Context: an optimization exercise on an open-source flow, tuned for small area. The choices shown serve that exercise and are no tape-out recipe.
The RTL was checked by simulation tests, not by an equivalence proof against the original design.
Power and IR drop assume default switching activity.

==> flow/design.v <==
module udp_rx #(
    parameter       BOARD_MAC   =   48'h00_11_22_33_44_55       ,
    parameter       BOARD_IP    =   {8'd192,8'd168,8'd1,8'd10}  ,
    parameter       BOARD_PORT  =   16'd1234
)(
    input                           clk                         ,
    input                           rst_n                       ,
    input                           gmii_rx_dv                  ,
    input           [7 : 0]         gmii_rxd                    ,
    input           [31 : 0]        crc_out                     ,
    output  reg     [7 : 0]         crc_data                    ,
    output  reg                     crc_en                      ,
    output  reg                     crc_clr                     ,
    output  reg     [1 : 0]         eth_rx_type                 ,
    output  reg                     rx_done                     ,
    output  reg     [ 7 : 0]        iudp_rx_data                ,
    output  reg                     iudp_rx_data_vld            ,
    output  reg     [15 : 0]        iudp_data_length            ,
    output  reg     [31 : 0]        data_checksum               ,
    output  reg     [7 : 0]         icmp_rx_type                ,
    output  reg     [7 : 0]         icmp_rx_code                ,
    output  reg     [15 : 0]        icmp_rx_id                  ,
    output  reg     [15 : 0]        icmp_rx_seq                 ,
    output  reg     [47 : 0]        src_mac                     ,
    output  reg     [31 : 0]        src_ip                      ,
    output  reg                     arp_rx_type
);
    localparam [2:0] IDLE      = 3'd0;
    localparam [2:0] ETH_HEAD  = 3'd1;
    localparam [2:0] IP_HEAD   = 3'd2;
    localparam [2:0] IUDP_HEAD = 3'd3;
    localparam [2:0] IUDP_DATA = 3'd4;
    localparam [2:0] ARP_DATA  = 3'd5;
    localparam [2:0] CRC       = 3'd6;
    localparam [2:0] RX_END    = 3'd7;
    reg     [2:0]   state_c, state_n;
    reg             start;
    reg     [2:0]   pre_cnt;         
    reg     [7:0]   rxd_r0;          
    reg             dv_r0;
    reg     [15:0]  cnt;
    reg             error_flag;
    reg             mac_uc, mac_bc;  
    reg             hdr_ok;          
    reg             op_b1;           
    reg     [79:0]  arp_sh;          
    wire    [3:0]   ihl = arp_sh[71:68];
    reg     [23:0]  des_crc;
    wire    [7:0]   rxd_r1 = crc_data;
    wire    st_idle = (state_c == IDLE);
    wire    st_eth  = (state_c == ETH_HEAD);
    wire    st_ip   = (state_c == IP_HEAD);
    wire    st_uh   = (state_c == IUDP_HEAD);
    wire    st_data = (state_c == IUDP_DATA);
    wire    st_arp  = (state_c == ARP_DATA);
    wire    st_crc  = (state_c == CRC);
    wire    st_end  = (state_c == RX_END);
    wire    add_cnt = dv_r0 && !st_idle && !st_end;
    wire    [15:0] cnt_p1 = cnt + 16'd1;
    reg     end_hit;
    always @(*) begin
        case (state_c)
            ETH_HEAD  : end_hit = (cnt == 16'd13);
            IP_HEAD   : end_hit = (cnt_p1 == {10'd0, ihl, 2'd0});
            IUDP_HEAD : end_hit = (cnt == 16'd7);
            IUDP_DATA : end_hit = iudp_rx_data_vld && (cnt_p1 == iudp_data_length);
            ARP_DATA  : end_hit = (cnt == 16'd45);
            CRC       : end_hit = iudp_rx_data_vld ? (iudp_data_length == 16'd1) : (cnt == 16'd3);
            default   : end_hit = 1'b0;
        endcase
    end
    wire    end_cnt = add_cnt && end_hit;
    always @(*) begin
        state_n = state_c;
        case (state_c)
            IDLE      : if (start) state_n = ETH_HEAD;
            ETH_HEAD  : if (error_flag) state_n = RX_END;
                        else if (end_cnt) state_n = (eth_rx_type == 2'd1) ? ARP_DATA : IP_HEAD;
            IP_HEAD   : if (error_flag) state_n = RX_END;
                        else if (end_cnt) state_n = IUDP_HEAD;
            IUDP_HEAD : if (end_cnt) state_n = IUDP_DATA;
            IUDP_DATA : if (end_cnt) state_n = CRC;
            ARP_DATA  : if (error_flag) state_n = RX_END;
                        else if (end_cnt) state_n = CRC;
            CRC       : if (end_cnt) state_n = RX_END;
            RX_END    : if (!gmii_rx_dv) state_n = IDLE;
        endcase
    end
    always @(posedge clk) begin
        if (!rst_n) state_c <= IDLE;
        else        state_c <= state_n;
    end
    always @(posedge clk) begin
        rxd_r0   <= gmii_rxd;
        dv_r0    <= gmii_rx_dv;
        crc_data <= rxd_r0;
        if (gmii_rx_dv && gmii_rxd == 8'h55)
            pre_cnt <= (pre_cnt == 3'd7) ? 3'd7 : pre_cnt + 3'd1;
        else
            pre_cnt <= 3'd0;
    end
    always @(posedge clk) begin
        if (!rst_n)
            start <= 1'b0;
        else if (st_idle)
            start <= gmii_rx_dv && (gmii_rxd == 8'hD5) && (pre_cnt == 3'd7);
    end
    always @(posedge clk) begin
        if (add_cnt && !end_cnt) cnt <= cnt_p1;
        else                     cnt <= 16'd0;
    end
    reg [7:0] mac_byte;
    always @(*) begin
        case (cnt[2:0])
            3'd0: mac_byte = BOARD_MAC[47:40];
            3'd1: mac_byte = BOARD_MAC[39:32];
            3'd2: mac_byte = BOARD_MAC[31:24];
            3'd3: mac_byte = BOARD_MAC[23:16];
            3'd4: mac_byte = BOARD_MAC[15:8];
            default: mac_byte = BOARD_MAC[7:0];
        endcase
    end
    always @(posedge clk) begin
        if (st_eth && add_cnt && cnt < 16'd6) begin
            mac_uc <= (mac_uc || cnt == 16'd0) && (rxd_r0 == mac_byte);
            mac_bc <= (mac_bc || cnt == 16'd0) && (rxd_r0 == 8'hFF);
        end
    end
    always @(*) begin
        case (state_c)
            ETH_HEAD : error_flag = (cnt == 16'd7  && !(mac_uc || mac_bc)) ||
                                    (cnt == 16'd13 && {rxd_r1, rxd_r0} != 16'h0800 && {rxd_r1, rxd_r0} != 16'h0806);
            IP_HEAD  : error_flag = (cnt == 16'd10 && rxd_r1 != 8'd17 && rxd_r1 != 8'd1) ||
                                    (cnt == 16'd19 && !(hdr_ok && {rxd_r1, rxd_r0} == BOARD_IP[15:0]));
            ARP_DATA : error_flag = (cnt == 16'd28 && !(hdr_ok && rxd_r1 == BOARD_IP[7:0]));
            default  : error_flag = 1'b0;
        endcase
    end
    always @(posedge clk) begin
        if (!rst_n)
            eth_rx_type <= 2'd0;
        else if (st_eth && add_cnt && cnt == 16'd12)
            eth_rx_type <= ({rxd_r0, gmii_rxd} == 16'h0806) ? 2'd1 : 2'd0;
        else if (st_ip && add_cnt && cnt == 16'd9) begin
            if (rxd_r0 == 8'd17)     eth_rx_type <= 2'd3;
            else if (rxd_r0 == 8'd1) eth_rx_type <= 2'd2;
        end
    end
    always @(posedge clk) begin
        if (st_ip && add_cnt && cnt == 16'd17)
            hdr_ok <= ({rxd_r1, rxd_r0} == BOARD_IP[31:16]);
        else if (st_arp && add_cnt && cnt == 16'd7)
            hdr_ok <= ({rxd_r1, rxd_r0} == 16'd1) || ({rxd_r1, rxd_r0} == 16'd2);
        else if (st_arp && add_cnt && cnt == 16'd25)
            hdr_ok <= hdr_ok && ({rxd_r1, rxd_r0} == BOARD_IP[31:16]);
        else if (st_arp && add_cnt && cnt == 16'd26)
            hdr_ok <= hdr_ok && (rxd_r0 == BOARD_IP[15:8]);
        if (st_arp && add_cnt && cnt == 16'd7)
            op_b1 <= rxd_r0[1];
    end
    always @(posedge clk) begin
        if (!rst_n)
            iudp_data_length <= 16'd0;
        else if (st_ip && add_cnt && cnt == 16'd4)
            iudp_data_length <= {arp_sh[79:72], rxd_r1} - {10'd0, ihl, 2'd0} - 16'd8;
    end
    always @(posedge clk) begin
        if (!rst_n) begin
            icmp_rx_type <= 8'd0;
            icmp_rx_code <= 8'd0;
            icmp_rx_id   <= 16'd0;
            icmp_rx_seq  <= 16'd0;
        end
        else if (st_uh && add_cnt && eth_rx_type == 2'd2) begin
            case (cnt)
                16'd0 : icmp_rx_type <= rxd_r0;
                16'd1 : icmp_rx_code <= rxd_r0;
                16'd5 : icmp_rx_id   <= {rxd_r1, rxd_r0};
                16'd7 : icmp_rx_seq  <= {rxd_r1, rxd_r0};
                default: ;
            endcase
        end
    end
    always @(posedge clk) begin
        if (st_data) iudp_rx_data <= rxd_r0;
        iudp_rx_data_vld <= st_data;
        crc_clr <= st_idle;
        crc_en  <= !st_idle && !st_end && !st_crc;
    end
    always @(posedge clk) begin
        if (!rst_n)
            des_crc <= 24'hff_ff_ff;
        else if (add_cnt && st_crc)
            des_crc <= {rxd_r0, des_crc[23:8]};
    end
    wire arp_shift = st_arp && add_cnt && cnt >= 16'd8 && cnt <= 16'd17;
    always @(posedge clk) begin
        if (arp_shift)
            arp_sh[79:32] <= arp_sh[71:24];
        else begin
            if (st_ip && add_cnt && cnt == 16'd3)
                arp_sh[79:72] <= rxd_r1;
            if (st_ip && add_cnt && cnt == 16'd0)
                arp_sh[71:68] <= rxd_r0[3:0];
        end
    end
    always @(posedge clk) begin
        if (!rst_n || st_end)
            arp_sh[31:0] <= 32'd0;
        else if (arp_shift)
            arp_sh[31:0] <= {arp_sh[23:0], rxd_r0};
        else if (st_data && add_cnt && eth_rx_type == 2'd2) begin
            if (end_cnt && iudp_data_length[0])
                arp_sh[31:0] <= arp_sh[31:0] + {24'd0, rxd_r0};
            else if (cnt[0])
                arp_sh[31:0] <= arp_sh[31:0] + {16'd0, rxd_r1, rxd_r0};
        end
    end
    always @(posedge clk) begin
        if (!rst_n) begin
            rx_done       <= 1'b0;
            src_mac       <= 48'd0;
            src_ip        <= 32'd0;
            arp_rx_type   <= 1'b0;
            data_checksum <= 32'd0;
        end
        else if (st_crc && end_cnt && ({rxd_r0, des_crc} == crc_out)) begin
            if (eth_rx_type == 2'd1) begin
                src_mac     <= arp_sh[79:32];
                src_ip      <= arp_sh[31:0];
                arp_rx_type <= op_b1;
            end
            else if (eth_rx_type == 2'd2)
                data_checksum <= arp_sh[31:0];
            rx_done <= 1'b1;
        end
        else
            rx_done <= 1'b0;
    end
endmodule
clock: 8.0 ns
lec_check: 0
cap_margin: 0
core_margin: 2
core_utilization: 65
place_density: 0.75
slew_margin: 0
standard.sh (not shown) runs the stock make flow with config.mk's settings and CLKGATE_MAP_FILE= SYNTH_SCRIPT=/design/flow/synth_recipe.tcl, a recipe that flattens the netlist after the stock synthesis.
==> flow/flow/run.sh <==
#!/bin/bash
# Standard ORFS synthesis, then an area-oriented ABC re-mapping of the
# combinational logic (registers untouched), then the standard layout with
# small port buffers and a leaner clock tree.
set -euo pipefail
HERE=$(pwd)
R=$HERE/orfs/results/sky130hd/udp_rx/base
LIB=$FLOW_HOME/platforms/sky130hd/lib/sky130_fd_sc_hd__tt_025C_1v80.lib
YOSYS=$(command -v yosys || echo $FLOW_HOME/../tools/install/yosys/bin/yosys)

bash standard.sh synth > standard_synth.log 2>&1

cp $R/1_2_yosys.v $HERE/std_1_2_yosys.v
FFS=$(grep -o 'sky130_fd_sc_hd__[a-z0-9_]*' $R/1_2_yosys.v | sort -u | grep -E '__(df|edf|sdf|dl|conb)' | tr '\n' ' ')
cat > remap.ys <<EOY
read_liberty -ignore_miss_func -ignore_miss_data_latch $LIB
blackbox $FFS
read_verilog $HERE/std_1_2_yosys.v
hierarchy -top $FLOW_TOP
flatten
opt_clean -purge
abc -dont_use sky130_fd_sc_hd__probe_p_8 -dont_use sky130_fd_sc_hd__probec_p_8 -dont_use sky130_fd_sc_hd__lpflow_* -liberty $LIB -script $HERE/flow/abc_remap.script
opt_clean -purge
setundef -zero
hilomap -singleton -hicell sky130_fd_sc_hd__conb_1 HI -locell sky130_fd_sc_hd__conb_1 LO
splitnets
opt_clean -purge
rename -enumerate -pattern remap_n% w:*:* w:*/*
rename -enumerate -pattern remap_c% c:*:* c:*/*
rename -enumerate -pattern remap_w% w:*.*
stat -liberty $LIB
write_verilog -noattr -nohex -nodec $R/1_2_yosys.v
EOY
$YOSYS -l remap_yosys.log remap.ys > /dev/null 2>&1
rm -f $R/1_synth.odb $R/1_synth.sdc

bash standard.sh \
  BUFFER_PORTS_ARGS="-buffer_cell sky130_fd_sc_hd__buf_1" \
  CTS_ARGS="-sink_clustering_enable -repair_clock_nets -dont_use_dummy_load -buf_list sky130_fd_sc_hd__clkbuf_16 -sink_clustering_size 26 -sink_clustering_max_diameter 120" \
  finish > standard.log 2>&1
==> flow/flow/abc_remap.script <==
strash
&get -n
&deepsyn -T 60
&dch -f
&nf -R 1000
&put
The first run passed the timing, design-rule and antenna checks.
Change:
--- a/flow/flow/run.sh
+++ b/flow/flow/run.sh
@@ -37,4 +37,4 @@
 bash standard.sh \
   BUFFER_PORTS_ARGS="-buffer_cell sky130_fd_sc_hd__buf_1" \
-  CTS_ARGS="-sink_clustering_enable -repair_clock_nets -dont_use_dummy_load -buf_list sky130_fd_sc_hd__clkbuf_16 -sink_clustering_size 26 -sink_clustering_max_diameter 120" \
+  CTS_ARGS="-sink_clustering_enable -repair_clock_nets -dont_use_dummy_load -buf_list sky130_fd_sc_hd__clkbuf_8 -sink_clustering_size 16 -sink_clustering_max_diameter 60" \
   finish > standard.log 2>&1
--- a/flow/config.mk
+++ b/flow/config.mk
@@ -8,5 +8,4 @@
 export CAP_MARGIN = 0
 export CORE_MARGIN = 2
-export CORE_UTILIZATION = 65
-export PLACE_DENSITY = 0.75
+export CORE_UTILIZATION = 40
 export SLEW_MARGIN = 0
After rerunning: Final cell count climbs by a little under a tenth; power came out lower slightly; utilization decreases by 29 points; final area went up slightly; routed wire length goes up by a little under a tenth; via count shrinks by a few percent.
Change:
==> flow/flow/run.sh (replaced) <==
#!/bin/bash
# Standard ORFS synthesis, then an area-oriented ABC re-mapping of the
# combinational logic (registers untouched; several random seeds, smallest
# kept), then the standard layout with small port buffers and a leaner
# clock tree.
set -euo pipefail
HERE=$(pwd)
R=$HERE/orfs/results/sky130hd/udp_rx/base
LIB=$FLOW_HOME/platforms/sky130hd/lib/sky130_fd_sc_hd__tt_025C_1v80.lib
YOSYS=$(command -v yosys || echo $FLOW_HOME/../tools/install/yosys/bin/yosys)
SEEDS="0 1 2 3 4 5 6 7"

bash standard.sh synth > standard_synth.log 2>&1

cp $R/1_2_yosys.v $HERE/std_1_2_yosys.v
FFS=$(grep -o 'sky130_fd_sc_hd__[a-z0-9_]*' $R/1_2_yosys.v | sort -u | grep -E '__(df|edf|sdf|dl|conb)' | tr '\n' ' ')
for s in $SEEDS; do
  sed "s/@SEED@/$s/" flow/abc_remap.script > abc_remap_$s.script
  cat > remap_$s.ys <<EOY
read_liberty -ignore_miss_func -ignore_miss_data_latch $LIB
blackbox $FFS
read_verilog $HERE/std_1_2_yosys.v
hierarchy -top $FLOW_TOP
flatten
opt_clean -purge
abc -dont_use sky130_fd_sc_hd__probe_p_8 -dont_use sky130_fd_sc_hd__probec_p_8 -dont_use sky130_fd_sc_hd__lpflow_* -liberty $LIB -script $HERE/abc_remap_$s.script
opt_clean -purge
setundef -zero
hilomap -singleton -hicell sky130_fd_sc_hd__conb_1 HI -locell sky130_fd_sc_hd__conb_1 LO
splitnets
opt_clean -purge
rename -enumerate -pattern remap_n% w:*:* w:*/*
rename -enumerate -pattern remap_c% c:*:* c:*/*
rename -enumerate -pattern remap_w% w:*.*
tee -o remap_area_$s.txt stat -liberty $LIB
write_verilog -noattr -nohex -nodec $HERE/remap_$s.v
EOY
  ( $YOSYS -l remap_yosys_$s.log remap_$s.ys > /dev/null 2>&1 || true ) &
  while [[ $(jobs -r | wc -l) -ge 4 ]]; do sleep 1; done
done
wait
best=""; best_area=""
for s in $SEEDS; do
  a=$(grep 'Chip area' remap_area_$s.txt 2>/dev/null | awk '{print $NF}')
  [[ -n "$a" && -s remap_$s.v ]] || continue
  echo "seed $s area $a" >> remap_choice.log
  if [[ -z "$best" ]] || awk "BEGIN{exit !($a < $best_area)}"; then best=$s; best_area=$a; fi
done
if [[ -n "$best" ]]; then
  echo "chosen seed $best area $best_area" >> remap_choice.log
  cp remap_$best.v $R/1_2_yosys.v
  rm -f $R/1_synth.odb $R/1_synth.sdc
else
  echo "remap failed; keeping the standard netlist" >> remap_choice.log
fi

bash standard.sh \
  BUFFER_PORTS_ARGS="-buffer_cell sky130_fd_sc_hd__buf_1" \
  CTS_ARGS="-sink_clustering_enable -repair_clock_nets -dont_use_dummy_load -buf_list sky130_fd_sc_hd__clkbuf_8 -sink_clustering_size 16 -sink_clustering_max_diameter 140" \
  finish > standard.log 2>&1
==> flow/flow/abc_remap.script (replaced) <==
strash
&get -n
&deepsyn -T 60 -S @SEED@
&dch -f
&nf -R 1000
&put
--- a/flow/config.mk
+++ b/flow/config.mk
@@ -8,4 +8,5 @@
 export CAP_MARGIN = 0
 export CORE_MARGIN = 2
-export CORE_UTILIZATION = 40
+export CORE_UTILIZATION = 65
+export PLACE_DENSITY = 0.75
 export SLEW_MARGIN = 0
Cell area came out lower slightly.
Clock skew decreases by 38 ps.
Die area came out lower by well over a third.
Total power goes down by a few percent.
Worst hold slack gains 65 ps.
Via count climbs slightly.
Sequential share of layout area came out higher by 0.90 points.
Critical path depth is unchanged.
Worst setup slack gets worse by 27 ps.
Change:
--- a/flow/flow/run.sh
+++ b/flow/flow/run.sh
@@ -57,4 +57,4 @@
 bash standard.sh \
   BUFFER_PORTS_ARGS="-buffer_cell sky130_fd_sc_hd__buf_1" \
-  CTS_ARGS="-sink_clustering_enable -repair_clock_nets -dont_use_dummy_load -buf_list sky130_fd_sc_hd__clkbuf_8 -sink_clustering_size 16 -sink_clustering_max_diameter 140" \
+  CTS_ARGS="-sink_clustering_enable -repair_clock_nets -dont_use_dummy_load -buf_list sky130_fd_sc_hd__clkbuf_8 -sink_clustering_size 16 -sink_clustering_max_diameter 100" \
   finish > standard.log 2>&1
--- a/flow/config.mk
+++ b/flow/config.mk
@@ -8,5 +8,5 @@
 export CAP_MARGIN = 0
 export CORE_MARGIN = 2
-export CORE_UTILIZATION = 65
-export PLACE_DENSITY = 0.75
+export CORE_UTILIZATION = 72
+export PLACE_DENSITY = 0.8
 export SLEW_MARGIN = 0
Wire length goes up by 5.1%. Via count goes up by 4.2%. Global-route usage goes up by 4.4 points. Total power stays flat.
Change:
==> flow/flow/run.sh (replaced) <==
#!/bin/bash
# Standard ORFS synthesis, then an area-oriented ABC re-mapping of the
# combinational logic (registers untouched), then the standard layout with
# small port buffers and a leaner clock tree.
set -euo pipefail
HERE=$(pwd)
R=$HERE/orfs/results/sky130hd/udp_rx/base
LIB=$FLOW_HOME/platforms/sky130hd/lib/sky130_fd_sc_hd__tt_025C_1v80.lib
YOSYS=$(command -v yosys || echo $FLOW_HOME/../tools/install/yosys/bin/yosys)

bash standard.sh synth > standard_synth.log 2>&1

cp $R/1_2_yosys.v $HERE/std_1_2_yosys.v
FFS=$(grep -o 'sky130_fd_sc_hd__[a-z0-9_]*' $R/1_2_yosys.v | sort -u | grep -E '__(df|edf|sdf|dl|conb)' | tr '\n' ' ')
cat > remap.ys <<EOY
read_liberty -ignore_miss_func -ignore_miss_data_latch $LIB
blackbox $FFS
read_verilog $HERE/std_1_2_yosys.v
hierarchy -top $FLOW_TOP
flatten
opt_clean -purge
abc -dont_use sky130_fd_sc_hd__probe_p_8 -dont_use sky130_fd_sc_hd__probec_p_8 -dont_use sky130_fd_sc_hd__lpflow_* -liberty $LIB -script $HERE/flow/abc_remap.script
opt_clean -purge
setundef -zero
hilomap -singleton -hicell sky130_fd_sc_hd__conb_1 HI -locell sky130_fd_sc_hd__conb_1 LO
splitnets
opt_clean -purge
rename -enumerate -pattern remap_n% w:*:* w:*/*
rename -enumerate -pattern remap_c% c:*:* c:*/*
rename -enumerate -pattern remap_w% w:*.*
stat -liberty $LIB
write_verilog -noattr -nohex -nodec $R/1_2_yosys.v
EOY
$YOSYS -l remap_yosys.log remap.ys > /dev/null 2>&1
rm -f $R/1_synth.odb $R/1_synth.sdc

bash standard.sh \
  BUFFER_PORTS_ARGS="-buffer_cell sky130_fd_sc_hd__buf_1" \
  CTS_ARGS="-sink_clustering_enable -repair_clock_nets -dont_use_dummy_load -buf_list sky130_fd_sc_hd__clkbuf_8 -sink_clustering_size 18 -sink_clustering_max_diameter 100" \
  finish > standard.log 2>&1
==> flow/flow/abc_remap.script (replaced) <==
strash
&get -n
&deepsyn -T 60
&dch -f
&nf -R 1000
&put
--- a/flow/config.mk
+++ b/flow/config.mk
@@ -8,5 +8,5 @@
 export CAP_MARGIN = 0
 export CORE_MARGIN = 2
-export CORE_UTILIZATION = 72
-export PLACE_DENSITY = 0.8
+export CORE_UTILIZATION = 65
+export PLACE_DENSITY = 0.75
 export SLEW_MARGIN = 0
- The changed run passed the timing, design-rule and antenna checks
- synthesized area stays the same
- power goes down by 1.2%
- worst setup slack improved by 170 ps
- hold slack is worse by 8.8 ps
- clock-buffer cell count fell by 3
- via count decreases by 4.4%
- cell area hardly moves
- sequential share of layout area rose by 0.13 points
- die area grows by 10%
- cell count went up by 2.0%

[afterwards: timing with drivers on the ports]
Ports are ideal in the flow. The routed layouts listed here were re-timed in OpenROAD.
Step 1, drivers: a clkbuf_16 drives clk and a buf_2 each remaining input, both assumed.
Step 2, shift: input delay + t, output delay - t, t = (earliest + latest rising clock arrival at the registers) / 2. This alone moves slack from input paths to output paths.
Three values: ideal, step 1, step 2; two values: the first two.
run | t (ns) | slack for setup (ns) | hold slack, ns | clock arrival spread, ns | worst slew at a driven data input, ns
the first run | 0.522 | 0.552 / 0.552 / 0.552 | 0.452 / 0.452 / 0.452 | 0.065 / 0.065 | 0.03
the second run | 0.613 | 0.589 / 0.589 / 0.589 | 0.391 / 0.391 / 0.391 | 0.098 / 0.097 | 0.04
the third run | 0.592 | 0.562 / 0.562 / 0.562 | 0.456 / 0.456 / 0.456 | 0.060 / 0.060 | 0.04
the fourth run | 0.599 | 0.372 / 0.372 / 0.372 | 0.462 / 0.462 / 0.462 | 0.063 / 0.063 | 0.05
the fifth run | 0.599 | 0.539 / 0.539 / 0.539 | 0.454 / 0.454 / 0.454 | 0.037 / 0.037 | 0.03
After both steps every run listed still meets setup and hold.
